Source: an optimization exercise on an open RTL-to-GDS flow (aim: small area, a short achievable clock period and few clock cycles). Production flows keep margins and buffers that such runs may drop. Where RTL was checked, it was by simulation tests only, not by an equivalence proof against the original. Power and IR drop assume default switching activity.

==> 06-25 <==
==> flow/design.v (excerpt) <==
module conv #(parameter AW = 5, parameter DB = 10) (
  input         clk,
  input         rst_n,
  input  [7:0]  ifmap_data,
  output        ifmap_rdy,
  input         ifmap_vld,
  input  [7:0]  weight_data,
  output        weight_rdy,
  input         weight_vld,
  output [31:0] ofmap_data,
  input         ofmap_rdy,
  output        ofmap_vld,
  input  [15:0] config_data,
  output        config_rdy,
  input         config_vld
);
Settings: LEC_CHECK=0, CAP_MARGIN=20, CORE_MARGIN=2, CORE_UTILIZATION=65, CTS_CLUSTER_DIAMETER=70, CTS_CLUSTER_SIZE=16, PLACE_DENSITY=0.8, SLEW_MARGIN=20, TNS_END_PERCENT=10; clock period 16.0 ns.
standard.sh (not shown) runs the stock make flow with config.mk's settings and CLKGATE_MAP_FILE= SYNTH_SCRIPT=/design/flow/synth_recipe.tcl, a recipe that flattens the netlist after the stock synthesis.
==> flow/flow/run.sh <==
#!/bin/bash
# Layout flow: the standard synthesis and ORFS layout, with the post-placement
# timing repair (repair_timing) asked to leave a larger setup margin, so that it
# keeps optimising paths well below the 16 ns clock. The SDC and the clock period
# are the design's own; only the optimisation target of the repair changes.
set -euo pipefail
MARGIN=${MARGIN:-11.5}
# 1. Standard synthesis, unchanged.
bash standard.sh synth > synth.log 2>&1
# 2. Floorplan to final layout with the same ORFS make command, plus the margin.
MAKECMD=$(grep '^make ' standard.sh | sed 's/"\${@:-finish}"//')
eval "$MAKECMD SETUP_SLACK_MARGIN=$MARGIN SKIP_GATE_CLONING=1 finish" > layout.log 2>&1
# 3. Write out/final.def (targets are up to date, so make does nothing here).
bash standard.sh finish > def.log 2>&1
==> 04-09 (differences from 06-25) <==
--- a/flow/design.v
+++ b/flow/design.v
@@ -619,17 +619,17 @@
   assign take = issue & s0;
   wire [4:0]    pstep = oxl ? d_rowstep : {3'd0, c_s};
   wire [AW-1:0] rtb_n = rtb + d_z;
   always @(posedge clk) begin
     if (!rst_n) begin
       s <= 4'd0; s0 <= 1'b1; pend <= 1'b0; rl <= 1'b1; ox <= 4'd0; oxl <= 1'b0;
       fx <= 2'd0; fy <= 2'd0; ic1 <= 4'd0; oc1 <= 8'd0;
       fxl <= 1'b0; fyl <= 1'b0; icl <= 1'b0; ocl <= 1'b0; fb <= 1'b1;
-      rel <= 5'd0; bo <= 5'd0; bb <= 0; rtb <= 0;
+      rel <= 5'd0; rd <= 0; bo <= 5'd0; bb <= 0; rtb <= 0;
       rpar <= 1'b0;
     end else if (st_r) begin
       oxl <= d_ox1;
       fxl <= d_fx1;
       fyl <= d_fy1;
       icl <= d_ic11;
       ocl <= d_oc11;
     end else if (issue) begin
@@ -642,20 +642,20 @@
         oxl  <= d_ox1;
         if (lb) begin
           fx <= 2'd0; fy <= 2'd0; ic1 <= 4'd0;
           fxl <= d_fx1; fyl <= d_fy1; icl <= d_ic11;
           fb <= 1'b1;
           bo <= 5'd0; rel <= 5'd0;
           if (ocl) begin
             oc1 <= 8'd0; ocl <= d_oc11;
-            rtb <= rtb_n; rpar <= ~rpar; bb <= rtb_n;
+            rtb <= rtb_n; rpar <= ~rpar; rd <= rtb_n; bb <= rtb_n;
           end else begin
             oc1 <= oc1 + 8'd1; ocl <= (oc1 == d_oc1m2);
-            bb <= rtb;
+            rd <= rtb; bb <= rtb;
           end
         end else begin
           fb <= 1'b0;
           if (!fxl) begin
             fx <= fx + 2'd1; fxl <= (fx + 2'd1 == c_fxm1);
           end else begin
             fx <= 2'd0; fxl <= d_fx1;
             if (!fyl) begin
@@ -663,72 +663,52 @@
             end else begin
               fy <= 2'd0; fyl <= d_fy1;
               ic1 <= ic1 + 4'd1; icl <= (ic1 + 4'd1 == c_ic1m1);
             end
           end
           bo  <= bo_nx;
           rel <= bo_nx;
           bb  <= bb + bstep;
+          rd  <= bb + bstep;
         end
       end else begin
         s    <= s + 4'd1;
         s0   <= 1'b0;
         pend <= (s == 4'd14);
         rl   <= rl & (s != c_pm1);
         if (rl) begin
           ox   <= oxl ? 4'd0 : ox + 4'd1;
           oxl  <= oxl ? d_ox1 : (ox == d_oxm2);
           rel  <= rel + pstep;
+          rd   <= rd + pstep;
         end
       end
     end
   end
-  reg  [31:0]   rd_oh;       
-  wire [AW-1:0] rd_nx = !issue ? rd :
-                        !pend  ? (rl ? rd + pstep : rd) :
-                        lb     ? (ocl ? rtb_n : rtb) : bb + bstep;
-  always @(posedge clk) begin
-    if (!rst_n) begin
-      rd    <= 0;
-      rd_oh <= 32'd1;
-    end else if (!st_r) begin
-      rd    <= rd_nx;
-      for (i = 0; i < 32; i = i + 1) rd_oh[i] <= (rd_nx == i);
-    end
-  end
-  reg        t1_v, t1_first, t1_final, t1_real, t1_end;
+  reg        t1_v, t1_first, t1_final, t1_real;
   reg [47:0] x_r;           
-  reg        t2_v, t2_final, t2_real;
-  reg        t2_zero;       
+  reg        t2_v, t2_first, t2_final, t2_real;
   reg [21:0] cs_s [0:3];    
   reg [21:0] cs_c [0:3];
-  wire [31:0] x_t [0:32];
-  assign x_t[0] = 32'd0;
-  generate
-    for (g = 0; g < 32; g = g + 1) begin : rdw
-      assign x_t[g+1] = x_t[g] | ({32{rd_oh[g]}} & {ib[4*g+3], ib[4*g+2], ib[4*g+1], ib[4*g]});
-    end
-  endgenerate
-  wire [31:0] x_w = x_t[32];
+  wire [31:0] x_w = {ib[{rd, 2'd3}], ib[{rd, 2'd2}], ib[{rd, 2'd1}], ib[{rd, 2'd0}]};
   wire [47:0] x_e;
   generate
     for (g = 0; g < 4; g = g + 1) begin : xe
       benc8 enc (.w(x_w[g*8 +: 8]), .e(x_e[g*12 +: 12]));
     end
   endgenerate
   always @(posedge clk) begin
+    x_r <= x_e;
     t1_first <= fb;
     t1_final <= lb;
     t1_real  <= rl;
-    t1_end   <= pend;
-    x_r      <= x_e;
+    t2_first <= t1_first;
     t2_final <= t1_final;
     t2_real  <= t1_real;
-    t2_zero  <= t1_end ? t1_final : t1_first;
     if (!rst_n) begin
       t1_v <= 1'b0;
       t2_v <= 1'b0;
     end else begin
       t1_v <= issue;
       t2_v <= t1_v;
     end
   end
@@ -742,81 +722,59 @@
       );
       always @(posedge clk) begin
         cs_s[h] <= sv;
         cs_c[h] <= cv;
       end
     end
   endgenerate
   reg  [87:0] ch [0:15];
+  wire [87:0] head = ch[0];
   wire [87:0] acc_n;
   generate
     for (g = 0; g < 4; g = g + 1) begin : acc
-      assign acc_n[g*22 +: 22] = ch[0][g*22 +: 22] + cs_s[g] + cs_c[g];
+      wire [21:0] hv = t2_first ? 22'd0 : head[g*22 +: 22];
+      assign acc_n[g*22 +: 22] = hv + cs_s[g] + cs_c[g];
     end
   endgenerate
   always @(posedge clk) begin
     if (t2_v) begin
-      for (i = 1; i < 15; i = i + 1) ch[i] <= ch[i+1];
+      for (i = 0; i < 15; i = i + 1) ch[i] <= ch[i+1];
       ch[15] <= acc_n;
     end
-    if (!rst_n)    ch[0] <= 88'd0;
-    else if (t2_v) ch[0] <= t2_zero ? 88'd0 : ch[1];
   end
   reg [87:0] db [0:DB-1];
-  reg        navnz;      
+  reg [21:0] o_r;
+  reg        ov;
   reg        dwr;        
-  reg [21:0] oq [0:1];   
-  reg [1:0]  qn;         
-  reg        qw, qh;     
-  reg [21:0] o_p;        
-  reg        o_s;        
-  reg        ov;         
   wire       alloc = issue & lb & rl;
   wire [87:0] dpix = db[rp];
   wire [21:0] dval = dpix[dq*22 +: 22];
-  wire       push  = navnz & ~qn[1];
-  wire       pop   = ov & ofmap_rdy;
-  assign pdone = push & (dq == 2'd3);
-  wire [4:0] nal_a = nal + {4'd0, alloc};
-  wire [4:0] nav_a = nav + {4'd0, dwr};
-  wire [4:0] nal_d = nal_a - 5'd1;
-  wire [4:0] nav_d = nav_a - 5'd1;
-  wire [3:0] rp_i  = (rp == DB - 1) ? 4'd0 : rp + 4'd1;
-  wire [21:0] hd_pop  = qn[1] ? oq[~qh] : dval;           
-  wire [21:0] hd_stay = (qn != 2'd0) ? oq[qh] : dval;     
-  wire [1:0] qn_a = qn + {1'b0, push};
+  wire       otake = (nav != 5'd0) & (~ov | ofmap_rdy);
+  assign pdone = otake & (dq == 2'd3);
   always @(posedge clk) begin
     if (dwr) db[wp] <= ch[15];
-    if (push) oq[qw] <= dval;
-    o_p <= pop ? hd_pop : hd_stay;
-    o_s <= pop ? hd_pop[21] : (ov ? o_p[21] : dval[21]);
+    if (otake) o_r <= dval;
     if (!rst_n) begin
-      dwr   <= 1'b0;
-      wp    <= 4'd0;
-      rp    <= 4'd0;
-      dq    <= 2'd0;
-      nal   <= 5'd0;
-      nav   <= 5'd0;
-      navnz <= 1'b0;
-      qn    <= 2'd0;
-      qw    <= 1'b0;
-      qh    <= 1'b0;
-      ov    <= 1'b0;
+      dwr <= 1'b0;
+      wp  <= 4'd0;
+      rp  <= 4'd0;
+      dq  <= 2'd0;
+      nal <= 5'd0;
+      nav <= 5'd0;
+      ov  <= 1'b0;
     end else begin
       dwr <= t2_v & t2_final & t2_real;
       if (dwr) wp <= (wp == DB - 1) ? 4'd0 : wp + 4'd1;
-      if (pdone) rp <= rp_i;
-      if (push) begin
+      if (pdone) rp <= (rp == DB - 1) ? 4'd0 : rp + 4'd1;
+      nal <= nal + {4'd0, alloc} - {4'd0, pdone};
+      nav <= nav + {4'd0, dwr} - {4'd0, pdone};
+      if (otake) begin
+        ov <= 1'b1;
         dq <= dq + 2'd1;
-        qw <= ~qw;
+      end else if (ofmap_rdy) begin
+        ov <= 1'b0;
       end
-      nal   <= pdone ? nal_d : nal_a;
-      nav   <= pdone ? nav_d : nav_a;
-      navnz <= pdone ? (nav_d != 5'd0) : (nav_a != 5'd0);
-      if (pop) qh <= ~qh;
-      qn <= pop ? qn_a - 2'd1 : qn_a;
-      ov <= pop ? (qn_a != 2'd1) : (qn_a != 2'd0);
     end
   end
   assign ofmap_vld  = ov;
-  assign ofmap_data = {{10{o_s}}, o_p};
+  assign ofmap_data = {{10{o_r[21]}}, o_r};
 endmodule
Settings changed: CTS_CLUSTER_DIAMETER 70 to 100, CTS_CLUSTER_SIZE 16 to 30, TNS_END_PERCENT 10 to unset.
==> 12-11 (differences from 06-25) <==
--- a/flow/design.v
+++ b/flow/design.v
@@ -619,17 +619,17 @@
   assign take = issue & s0;
   wire [4:0]    pstep = oxl ? d_rowstep : {3'd0, c_s};
   wire [AW-1:0] rtb_n = rtb + d_z;
   always @(posedge clk) begin
     if (!rst_n) begin
       s <= 4'd0; s0 <= 1'b1; pend <= 1'b0; rl <= 1'b1; ox <= 4'd0; oxl <= 1'b0;
       fx <= 2'd0; fy <= 2'd0; ic1 <= 4'd0; oc1 <= 8'd0;
       fxl <= 1'b0; fyl <= 1'b0; icl <= 1'b0; ocl <= 1'b0; fb <= 1'b1;
-      rel <= 5'd0; bo <= 5'd0; bb <= 0; rtb <= 0;
+      rel <= 5'd0; rd <= 0; bo <= 5'd0; bb <= 0; rtb <= 0;
       rpar <= 1'b0;
     end else if (st_r) begin
       oxl <= d_ox1;
       fxl <= d_fx1;
       fyl <= d_fy1;
       icl <= d_ic11;
       ocl <= d_oc11;
     end else if (issue) begin
@@ -642,20 +642,20 @@
         oxl  <= d_ox1;
         if (lb) begin
           fx <= 2'd0; fy <= 2'd0; ic1 <= 4'd0;
           fxl <= d_fx1; fyl <= d_fy1; icl <= d_ic11;
           fb <= 1'b1;
           bo <= 5'd0; rel <= 5'd0;
           if (ocl) begin
             oc1 <= 8'd0; ocl <= d_oc11;
-            rtb <= rtb_n; rpar <= ~rpar; bb <= rtb_n;
+            rtb <= rtb_n; rpar <= ~rpar; rd <= rtb_n; bb <= rtb_n;
           end else begin
             oc1 <= oc1 + 8'd1; ocl <= (oc1 == d_oc1m2);
-            bb <= rtb;
+            rd <= rtb; bb <= rtb;
           end
         end else begin
           fb <= 1'b0;
           if (!fxl) begin
             fx <= fx + 2'd1; fxl <= (fx + 2'd1 == c_fxm1);
           end else begin
             fx <= 2'd0; fxl <= d_fx1;
             if (!fyl) begin
@@ -663,72 +663,52 @@
             end else begin
               fy <= 2'd0; fyl <= d_fy1;
               ic1 <= ic1 + 4'd1; icl <= (ic1 + 4'd1 == c_ic1m1);
             end
           end
           bo  <= bo_nx;
           rel <= bo_nx;
           bb  <= bb + bstep;
+          rd  <= bb + bstep;
         end
       end else begin
         s    <= s + 4'd1;
         s0   <= 1'b0;
         pend <= (s == 4'd14);
         rl   <= rl & (s != c_pm1);
         if (rl) begin
           ox   <= oxl ? 4'd0 : ox + 4'd1;
           oxl  <= oxl ? d_ox1 : (ox == d_oxm2);
           rel  <= rel + pstep;
+          rd   <= rd + pstep;
         end
       end
     end
   end
-  reg  [31:0]   rd_oh;       
-  wire [AW-1:0] rd_nx = !issue ? rd :
-                        !pend  ? (rl ? rd + pstep : rd) :
-                        lb     ? (ocl ? rtb_n : rtb) : bb + bstep;
-  always @(posedge clk) begin
-    if (!rst_n) begin
-      rd    <= 0;
-      rd_oh <= 32'd1;
-    end else if (!st_r) begin
-      rd    <= rd_nx;
-      for (i = 0; i < 32; i = i + 1) rd_oh[i] <= (rd_nx == i);
-    end
-  end
-  reg        t1_v, t1_first, t1_final, t1_real, t1_end;
+  reg        t1_v, t1_first, t1_final, t1_real;
   reg [47:0] x_r;           
-  reg        t2_v, t2_final, t2_real;
-  reg        t2_zero;       
+  reg        t2_v, t2_first, t2_final, t2_real;
   reg [21:0] cs_s [0:3];    
   reg [21:0] cs_c [0:3];
-  wire [31:0] x_t [0:32];
-  assign x_t[0] = 32'd0;
-  generate
-    for (g = 0; g < 32; g = g + 1) begin : rdw
-      assign x_t[g+1] = x_t[g] | ({32{rd_oh[g]}} & {ib[4*g+3], ib[4*g+2], ib[4*g+1], ib[4*g]});
-    end
-  endgenerate
-  wire [31:0] x_w = x_t[32];
+  wire [31:0] x_w = {ib[{rd, 2'd3}], ib[{rd, 2'd2}], ib[{rd, 2'd1}], ib[{rd, 2'd0}]};
   wire [47:0] x_e;
   generate
     for (g = 0; g < 4; g = g + 1) begin : xe
       benc8 enc (.w(x_w[g*8 +: 8]), .e(x_e[g*12 +: 12]));
     end
   endgenerate
   always @(posedge clk) begin
+    x_r <= x_e;
     t1_first <= fb;
     t1_final <= lb;
     t1_real  <= rl;
-    t1_end   <= pend;
-    x_r      <= x_e;
+    t2_first <= t1_first;
     t2_final <= t1_final;
     t2_real  <= t1_real;
-    t2_zero  <= t1_end ? t1_final : t1_first;
     if (!rst_n) begin
       t1_v <= 1'b0;
       t2_v <= 1'b0;
     end else begin
       t1_v <= issue;
       t2_v <= t1_v;
     end
   end
@@ -742,81 +722,61 @@
       );
       always @(posedge clk) begin
         cs_s[h] <= sv;
         cs_c[h] <= cv;
       end
     end
   endgenerate
   reg  [87:0] ch [0:15];
+  wire [87:0] head = ch[0];
   wire [87:0] acc_n;
   generate
     for (g = 0; g < 4; g = g + 1) begin : acc
-      assign acc_n[g*22 +: 22] = ch[0][g*22 +: 22] + cs_s[g] + cs_c[g];
+      wire [21:0] hv = t2_first ? 22'd0 : head[g*22 +: 22];
+      assign acc_n[g*22 +: 22] = hv + cs_s[g] + cs_c[g];
     end
   endgenerate
   always @(posedge clk) begin
     if (t2_v) begin
-      for (i = 1; i < 15; i = i + 1) ch[i] <= ch[i+1];
+      for (i = 0; i < 15; i = i + 1) ch[i] <= ch[i+1];
       ch[15] <= acc_n;
     end
-    if (!rst_n)    ch[0] <= 88'd0;
-    else if (t2_v) ch[0] <= t2_zero ? 88'd0 : ch[1];
   end
   reg [87:0] db [0:DB-1];
-  reg        navnz;      
-  reg        dwr;        
-  reg [21:0] oq [0:1];   
-  reg [1:0]  qn;         
-  reg        qw, qh;     
-  reg [21:0] o_p;        
+  reg [21:0] o_r;
   reg        o_s;        
-  reg        ov;         
+  reg        ov;
+  reg        dwr;        
   wire       alloc = issue & lb & rl;
   wire [87:0] dpix = db[rp];
   wire [21:0] dval = dpix[dq*22 +: 22];
-  wire       push  = navnz & ~qn[1];
-  wire       pop   = ov & ofmap_rdy;
-  assign pdone = push & (dq == 2'd3);
-  wire [4:0] nal_a = nal + {4'd0, alloc};
-  wire [4:0] nav_a = nav + {4'd0, dwr};
-  wire [4:0] nal_d = nal_a - 5'd1;
-  wire [4:0] nav_d = nav_a - 5'd1;
-  wire [3:0] rp_i  = (rp == DB - 1) ? 4'd0 : rp + 4'd1;
-  wire [21:0] hd_pop  = qn[1] ? oq[~qh] : dval;           
-  wire [21:0] hd_stay = (qn != 2'd0) ? oq[qh] : dval;     
-  wire [1:0] qn_a = qn + {1'b0, push};
+  wire       otake = (nav != 5'd0) & (~ov | ofmap_rdy);
+  assign pdone = otake & (dq == 2'd3);
   always @(posedge clk) begin
     if (dwr) db[wp] <= ch[15];
-    if (push) oq[qw] <= dval;
-    o_p <= pop ? hd_pop : hd_stay;
-    o_s <= pop ? hd_pop[21] : (ov ? o_p[21] : dval[21]);
+    if (otake) o_r <= dval;
+    o_s <= otake ? dval[21] : o_r[21];
     if (!rst_n) begin
-      dwr   <= 1'b0;
-      wp    <= 4'd0;
-      rp    <= 4'd0;
-      dq    <= 2'd0;
-      nal   <= 5'd0;
-      nav   <= 5'd0;
-      navnz <= 1'b0;
-      qn    <= 2'd0;
-      qw    <= 1'b0;
-      qh    <= 1'b0;
-      ov    <= 1'b0;
+      dwr <= 1'b0;
+      wp  <= 4'd0;
+      rp  <= 4'd0;
+      dq  <= 2'd0;
+      nal <= 5'd0;
+      nav <= 5'd0;
+      ov  <= 1'b0;
     end else begin
       dwr <= t2_v & t2_final & t2_real;
       if (dwr) wp <= (wp == DB - 1) ? 4'd0 : wp + 4'd1;
-      if (pdone) rp <= rp_i;
-      if (push) begin
+      if (pdone) rp <= (rp == DB - 1) ? 4'd0 : rp + 4'd1;
+      nal <= nal + {4'd0, alloc} - {4'd0, pdone};
+      nav <= nav + {4'd0, dwr} - {4'd0, pdone};
+      if (otake) begin
+        ov <= 1'b1;
         dq <= dq + 2'd1;
-        qw <= ~qw;
+      end else if (ofmap_rdy) begin
+        ov <= 1'b0;
       end
-      nal   <= pdone ? nal_d : nal_a;
-      nav   <= pdone ? nav_d : nav_a;
-      navnz <= pdone ? (nav_d != 5'd0) : (nav_a != 5'd0);
-      if (pop) qh <= ~qh;
-      qn <= pop ? qn_a - 2'd1 : qn_a;
-      ov <= pop ? (qn_a != 2'd1) : (qn_a != 2'd0);
     end
   end
   assign ofmap_vld  = ov;
-  assign ofmap_data = {{10{o_s}}, o_p};
+  assign ofmap_data = {{10{o_s}}, o_r};
 endmodule
Settings changed: CTS_CLUSTER_DIAMETER 70 to 80, CTS_CLUSTER_SIZE 16 to 20, TNS_END_PERCENT 10 to unset.
==> comparison table <==
metric                                                                                12-11                      04-09                     06-25
Run status                                                         timing/DRC/antenna clean   timing/DRC/antenna clean  timing/DRC/antenna clean
HPWL after detailed placement                                                        241 mm                     236 mm                    266 mm
NetSw                                                                               13.0 mW                    11.9 mW                   13.2 mW
Minimum setup slack after placement                                                 9560 ps                    9280 ps                   9840 ps
Number of clock buffers in the layout                                                   388                        242                       455
Post-Synthesis Cells                                                                   9603                       9605                     10500
Multiplexer share of the synthesized area                                            0.0856                     0.0850                    0.0442
Detailed-routing iteration count for the pre-antenna-repair pass                          9                          6                         9
Cell with the largest stage delay on the worst path               sky130_fd_sc_hd__edfxtp_1  sky130_fd_sc_hd__edfxtp_1  sky130_fd_sc_hd__dfxtp_4
Die footprint                                                                   268000 um^2                268000 um^2               269000 um^2
Vias per std cell                                                                      6.64                       6.49                      6.88
Met3 routing resource usage after global routing                                     0.0685                     0.0560                    0.0751
Endpoint of the most critical register-to-register path                              x_r[8]                 cs_s[3][6]                ch[15][85]
Power of the sequential group                                                       13.1 mW                    13.1 mW                   13.3 mW
Sequential fraction of design power                                                   0.384                      0.412                     0.378
Int Power                                                                           21.2 mW                    19.9 mW                   22.1 mW
Delay of the slowest cell on the worst path                                          500 ps                     430 ps                    360 ps
Multi-input logic area                                                           48900 um^2                 48800 um^2                48400 um^2
Switching Fraction                                                                    0.380                      0.374                     0.374
Largest fanout on the critical path                                                       1                          7                         5
Non-clock buffer area fraction after layout                                          0.0215                     0.0192                    0.0194
Reg2Reg Depth                                                                             8                         13                        14
Placed insts                                                                          12800                      12800                     13700
Testbench counts of 06-25, summed over its fixed seeds: cycles 19,358.
Testbench counts of 04-09, summed over its fixed seeds: cycles 19,358.
No functional check of the RTL was part of 12-11.

==> what the ideal ports hide <==
In the flow no input, the clock included, has a driving cell. The finished layouts below were timed again as built, in two steps. Step 1 assumes that a clkbuf_16 drives the clock port and a buf_2 every other input. Step 2, shift: input delay + t, output delay - t, t = (earliest + latest rising clock arrival at the registers) / 2. This alone moves slack from input paths to output paths. Three values: ideal ports, drivers, drivers and shift; two values: the first two.
run	t, ns	slack for setup (ns)	worst setup path after step 2	slew at the worst register clock pin (ns)
06-25	0.994	11.280 / 11.170 / 10.380	input to register	0.09 / 0.09
04-09	0.962	11.053 / 10.970 / 10.553	input to register	0.12 / 0.12
12-11	1.039	11.193 / 11.089 / 10.528	input to register	0.10 / 0.10
After both steps every run listed still meets setup and hold. For 06-25, which loses most, drivers alone change the setup slack by -0.110 ns; drivers and shift together by -0.900 ns.
